Source: an optimization exercise on an open RTL-to-GDS flow (aim: small area). Production flows keep margins and buffers that such runs may drop. The RTL was checked by simulation tests, not by an equivalence proof against the original design. Power and IR drop assume default switching activity.

==> inputs of trial 71 <==
## mkMAC
module mkMAC(CLK,
	     RST_N,
	     get_values_multiplicand1,
	     get_values_multiplicand2,
	     get_values_addend,
	     get_values_mode,
	     EN_get_values,
	     RDY_get_values,
	     mac_result,
	     RDY_mac_result);
  input  CLK;
  input  RST_N;
  input  [63 : 0] get_values_multiplicand1;
  input  [63 : 0] get_values_multiplicand2;
  input  [63 : 0] get_values_addend;
  input  [1 : 0] get_values_mode;
  input  EN_get_values;
  output RDY_get_values;
  output [127 : 0] mac_result;
  output RDY_mac_result;
  reg [63:0] m1, m2, a;
  reg [1:0] md;
  reg valid;
  reg [4:0] st;           
  reg [64:0] hi;          
  reg [64:0] lo;          
  wire differ = (get_values_multiplicand1 != m1) ||
                (get_values_multiplicand2 != m2) ||
                (get_values_addend != a) || (get_values_mode != md);
  wire start = EN_get_values && (differ || !valid);
  wire s0 = st[0], s1 = st[1], s2 = st[2], s3 = st[3], s4 = st[4];
  wire [63:0] M = (get_values_multiplicand1 & {64{EN_get_values}}) | (m1 & {64{~EN_get_values}});
  wire [63:0] AE = (get_values_addend & {64{EN_get_values}}) | (a & {64{~EN_get_values}});
  wire [1:0] ME = (get_values_mode & {2{EN_get_values}}) | (md & {2{~EN_get_values}});
  wire pm0 = get_values_mode == 2'd0, pm1 = get_values_mode == 2'd1,
       pm2 = get_values_mode == 2'd2, pm3 = get_values_mode == 2'd3;
  wire rm0 = md == 2'd0, rm1 = md == 2'd1, rm2 = md == 2'd2, rm3 = md == 2'd3;
  reg [127:0] A;
  integer k;
  always @(*) begin
    A = 128'd0;
    case (ME)
      2'd0: for (k = 0; k < 8; k = k + 1) A[16*k +: 8] = AE[8*k +: 8];
      2'd1: for (k = 0; k < 4; k = k + 1) A[32*k +: 16] = AE[16*k +: 16];
      2'd2: for (k = 0; k < 2; k = k + 1) A[64*k +: 32] = AE[32*k +: 32];
      default: A[63:0] = AE;
    endcase
  end
  wire [12:0] c = ({13{s0}} & get_values_multiplicand2[12:0]) | ({13{s1}} & m2[25:13]) |
                  ({13{s2}} & m2[38:26]) | ({13{s3}} & m2[51:39]) | ({13{s4}} & {1'b0, m2[63:52]});
  wire [12:0] X = ({13{s0}} & A[77:65]) | ({13{s1}} & A[90:78]) | ({13{s2}} & A[103:91]) |
                  ({13{s3}} & A[116:104]) | ({13{s4}} & {2'b0, A[127:117]});
  wire [64:0] hin = s0 ? A[64:0] : hi;
  wire [103:0] cm;
  ...
clock: 9.0 ns
lec_check: 0
cap_margin: 20
core_margin: 2
core_utilization: 50
cts_buf_list: sky130_fd_sc_hd__clkbuf_4 sky130_fd_sc_hd__clkbuf_8
cts_cluster_diameter: 50
cts_cluster_size: 16
gpl_timing_driven: 0
setup_slack_margin: 0.05
slew_margin: 20
synth_hierarchical: 1
synth_minimum_keep_size: 0
standard.sh (not shown) runs the stock make flow with config.mk's settings and CLKGATE_MAP_FILE= SYNTH_SCRIPT=/design/flow/synth_recipe.tcl, a recipe that flattens the netlist after the stock synthesis.
==> flow/flow/run.sh <==
#!/bin/bash
# Layout flow: the standard ORFS flow, with the port buffers made from
# sky130_fd_sc_hd__buf_1 and the synthesis buffers removed before placement
# (the resizer rebuffers where needed).
set -euo pipefail
bash standard.sh 'BUFFER_PORTS_ARGS=-buffer_cell sky130_fd_sc_hd__buf_1' REMOVE_ABC_BUFFERS=1 finish > standard_flow.log 2>&1
==> trial 18 (differences from trial 71) <==
--- a/flow/design.v
+++ b/flow/design.v
@@ -24,38 +24,43 @@
   reg [4:0] st;           
   reg [64:0] hi;          
   reg [64:0] lo;          
   wire differ = (get_values_multiplicand1 != m1) ||
                 (get_values_multiplicand2 != m2) ||
                 (get_values_addend != a) || (get_values_mode != md);
   wire start = EN_get_values && (differ || !valid);
   wire s0 = st[0], s1 = st[1], s2 = st[2], s3 = st[3], s4 = st[4];
-  wire [63:0] M = (get_values_multiplicand1 & {64{EN_get_values}}) | (m1 & {64{~EN_get_values}});
-  wire [63:0] AE = (get_values_addend & {64{EN_get_values}}) | (a & {64{~EN_get_values}});
-  wire [1:0] ME = (get_values_mode & {2{EN_get_values}}) | (md & {2{~EN_get_values}});
+  wire [63:0] M = s0 ? get_values_multiplicand1 : m1;
   wire pm0 = get_values_mode == 2'd0, pm1 = get_values_mode == 2'd1,
        pm2 = get_values_mode == 2'd2, pm3 = get_values_mode == 2'd3;
   wire rm0 = md == 2'd0, rm1 = md == 2'd1, rm2 = md == 2'd2, rm3 = md == 2'd3;
-  reg [127:0] A;
+  reg [127:0] Ap, Ar;
   integer k;
   always @(*) begin
-    A = 128'd0;
-    case (ME)
-      2'd0: for (k = 0; k < 8; k = k + 1) A[16*k +: 8] = AE[8*k +: 8];
-      2'd1: for (k = 0; k < 4; k = k + 1) A[32*k +: 16] = AE[16*k +: 16];
-      2'd2: for (k = 0; k < 2; k = k + 1) A[64*k +: 32] = AE[32*k +: 32];
-      default: A[63:0] = AE;
+    Ap = 128'd0;
+    case (get_values_mode)
+      2'd0: for (k = 0; k < 8; k = k + 1) Ap[16*k +: 8] = get_values_addend[8*k +: 8];
+      2'd1: for (k = 0; k < 4; k = k + 1) Ap[32*k +: 16] = get_values_addend[16*k +: 16];
+      2'd2: for (k = 0; k < 2; k = k + 1) Ap[64*k +: 32] = get_values_addend[32*k +: 32];
+      default: Ap[63:0] = get_values_addend;
+    endcase
+    Ar = 128'd0;
+    case (md)
+      2'd0: for (k = 0; k < 8; k = k + 1) Ar[16*k +: 8] = a[8*k +: 8];
+      2'd1: for (k = 0; k < 4; k = k + 1) Ar[32*k +: 16] = a[16*k +: 16];
+      2'd2: for (k = 0; k < 2; k = k + 1) Ar[64*k +: 32] = a[32*k +: 32];
+      default: Ar[63:0] = a;
     endcase
   end
   wire [12:0] c = ({13{s0}} & get_values_multiplicand2[12:0]) | ({13{s1}} & m2[25:13]) |
                   ({13{s2}} & m2[38:26]) | ({13{s3}} & m2[51:39]) | ({13{s4}} & {1'b0, m2[63:52]});
-  wire [12:0] X = ({13{s0}} & A[77:65]) | ({13{s1}} & A[90:78]) | ({13{s2}} & A[103:91]) |
-                  ({13{s3}} & A[116:104]) | ({13{s4}} & {2'b0, A[127:117]});
-  wire [64:0] hin = s0 ? A[64:0] : hi;
+  wire [12:0] X = ({13{s0}} & Ap[77:65]) | ({13{s1}} & Ar[90:78]) | ({13{s2}} & Ar[103:91]) |
+                  ({13{s3}} & Ar[116:104]) | ({13{s4}} & {2'b0, Ar[127:117]});
+  wire [64:0] hin = s0 ? Ap[64:0] : hi;
   wire [103:0] cm;
   assign cm[0] = c[0] & (s0 | (s1 & (rm1 | rm2 | rm3)) | (s2 & (rm2 | rm3)) | (s3 & (rm3)) | (s4 & (rm3)));
   assign cm[1] = c[0] & ((s0 & (pm1 | pm2 | pm3)) | s1 | (s2 & (rm2 | rm3)) | (s3 & (rm3)) | (s4 & (rm3)));
   assign cm[2] = c[0] & ((s0 & (pm2 | pm3)) | (s1 & (rm2 | rm3)) | (s2 & (rm1 | rm2 | rm3)) | (s3 & (rm3)) | (s4 & (rm3)));
   assign cm[3] = c[0] & ((s0 & (pm2 | pm3)) | (s1 & (rm2 | rm3)) | s2 | (s3 & (rm3)) | (s4 & (rm3)));
   assign cm[4] = c[0] & ((s0 & (pm3)) | (s1 & (rm3)) | (s2 & (rm3)) | s3 | (s4 & (rm2 | rm3)));
   assign cm[5] = c[0] & ((s0 & (pm3)) | (s1 & (rm3)) | (s2 & (rm3)) | (s3 & (rm1 | rm2 | rm3)) | (s4 & (rm2 | rm3)));
   assign cm[6] = c[0] & ((s0 & (pm3)) | (s1 & (rm3)) | (s2 & (rm3)) | (s3 & (rm2 | rm3)) | s4);
@@ -4014,21 +4019,22 @@
       st <= 5'b00001;
     end else if (start) begin
       valid <= 1'b1;
       st <= 5'b00010;
     end else if (!s0)
       st <= {st[3:0], st[4]};
   end
   always @(posedge CLK) begin
-    m1 <= M;
-    a <= AE;
-    md <= ME;
-    if (EN_get_values)
+    if (EN_get_values) begin
+      m1 <= get_values_multiplicand1;
       m2 <= get_values_multiplicand2;
+      a <= get_values_addend;
+      md <= get_values_mode;
+    end
   end
   always @(posedge CLK) begin
     if (start || !s0) hi <= S[77:13];
     if (start) lo[12:0] <= S[12:0];
     if (s1) lo[25:13] <= S[12:0];
     if (s2) lo[38:26] <= S[12:0];
     if (s3) lo[51:39] <= S[12:0];
     if (s4) lo[64:52] <= S[12:0];
==> flow/config.mk (replaced) <==
export PLATFORM = sky130hd
export DESIGN_NAME = mkMAC
export DESIGN_NICKNAME = mkMAC
export VERILOG_FILES = /design/flow/design.v
export SDC_FILE = /design/flow/constraint.sdc
export NUM_CORES = 8
export LEC_CHECK = 0
export CAP_MARGIN = 20
export CORE_MARGIN = 2
export CORE_UTILIZATION = 40
export CTS_BUF_LIST = sky130_fd_sc_hd__clkbuf_16
export CTS_CLUSTER_DIAMETER = 80
export CTS_CLUSTER_SIZE = 30
export GPL_TIMING_DRIVEN = 0
export SETUP_SLACK_MARGIN = 0.1
export SLEW_MARGIN = 20
export SYNTH_HIERARCHICAL = 1
export SYNTH_MINIMUM_KEEP_SIZE = 0
==> trial 78 (differences from trial 71) <==
==> flow/config.mk (replaced) <==
export PLATFORM = sky130hd
export DESIGN_NAME = mkMAC
export DESIGN_NICKNAME = mkMAC
export VERILOG_FILES = /design/flow/design.v
export SDC_FILE = /design/flow/constraint.sdc
export NUM_CORES = 8
export LEC_CHECK = 0
export CAP_MARGIN = 20
export CORE_MARGIN = 2
export CORE_UTILIZATION = 50
export CTS_BUF_LIST = sky130_fd_sc_hd__clkbuf_2 sky130_fd_sc_hd__clkbuf_4 sky130_fd_sc_hd__clkbuf_8
export CTS_CLUSTER_DIAMETER = 40
export CTS_CLUSTER_SIZE = 12
export GPL_TIMING_DRIVEN = 0
export SETUP_SLACK_MARGIN = 0.1
export SLEW_MARGIN = 20
export SYNTH_HIERARCHICAL = 1
export SYNTH_MINIMUM_KEEP_SIZE = 0
==> comparison table <==
	trial 78	trial 71	trial 18
Result of the run	finished clean	finished clean	finished clean
Later-pin clock latency in the skew report	0.70 ns	0.79 ns	0.68 ns
Required time reported for the critical path endpoint	9.40 ns	9.44 ns	9.40 ns
Power dissipated by switching net loads	7270 uW	7210 uW	7430 uW
Resize count post-CTS	18	10	23
All-layer global routing usage	36.0%	35.9%	29.2%
Share of cell area taken by flip-flops and latches	20.7%	21.0%	23.3%
Worst Min Path Start	m1[21]$_DFF_P_	m1[21]$_DFF_P_	valid$_SDFFE_PN0P_
Total number of multi-input combinational cells	2803	2803	2808
Post-synthesis adder-cell area fraction	43.7%	43.7%	42.7%
Total non-filler cell area in the finished layout	0.0414 sq mm	0.0408 sq mm	0.0424 sq mm
Number of global-route vias before repair	29.8k	29.6k	29.6k
Power density over cell area	369 mW/mm^2	362 mW/mm^2	361 mW/mm^2
Post-synthesis instance area	0.0372 sq mm	0.0372 sq mm	0.0381 sq mm
Critical path depth in cells	23	24	23
Vertical extent of the die	277 microns	277 microns	313 microns
First element of the critical path	EN_get_values	EN_get_values	get_values_mode[1]
Antenna cell count	8	7	18
Met3 layer usage reported by global route	11.4%	11.0%	11.0%
Critical path peak fanout	35	35	18
Tap Cells	969	969	1265
Maximum number of pins on one net before global-route repair	64	64	67
Layout-stage area growth over the synthesis result	11.3%	9.66%	11.1%
Non-CTS buffers	364	364	374

==> static timing again, ports no longer ideal <==
In the flow no input, the clock included, has a driving cell. The finished layouts below were timed again as built, in two steps.
Step 1 (the two cells are an assumption about what drives the block):
set clk [get_ports {CLK}]
set_driving_cell -lib_cell sky130_fd_sc_hd__clkbuf_16 $clk
set_driving_cell -lib_cell sky130_fd_sc_hd__buf_2 [delete_from_list [all_inputs] $clk]
Step 2 times the ports against the registers' clock, not the clock port: input delays grow and output delays shrink by t, the midpoint of the rising clock arrivals with the driver on.
Three values: ideal, step 1, step 2; two values: the first two.
| run | t (ns) | setup slack, ns | worst hold slack (ns) | worst register clock-pin slew, ns |
|---|---|---|---|---|
| trial 71 | 0.794 | 0.175 / 0.219 / -0.575 | 0.504 / 0.504 / 0.504 | 0.10 / 0.10 |
| trial 18 | 0.723 | 0.270 / 0.238 / -0.485 | 0.608 / 0.608 / 0.608 | 0.11 / 0.11 |
| trial 78 | 0.745 | 0.340 / 0.324 / -0.421 | 0.502 / 0.502 / 0.502 | 0.08 / 0.08 |
Met with ideal ports but missed after step 2: setup timing in every run listed. For trial 78, which loses most, drivers alone change the setup slack by -0.016 ns; drivers and shift together by -0.761 ns.
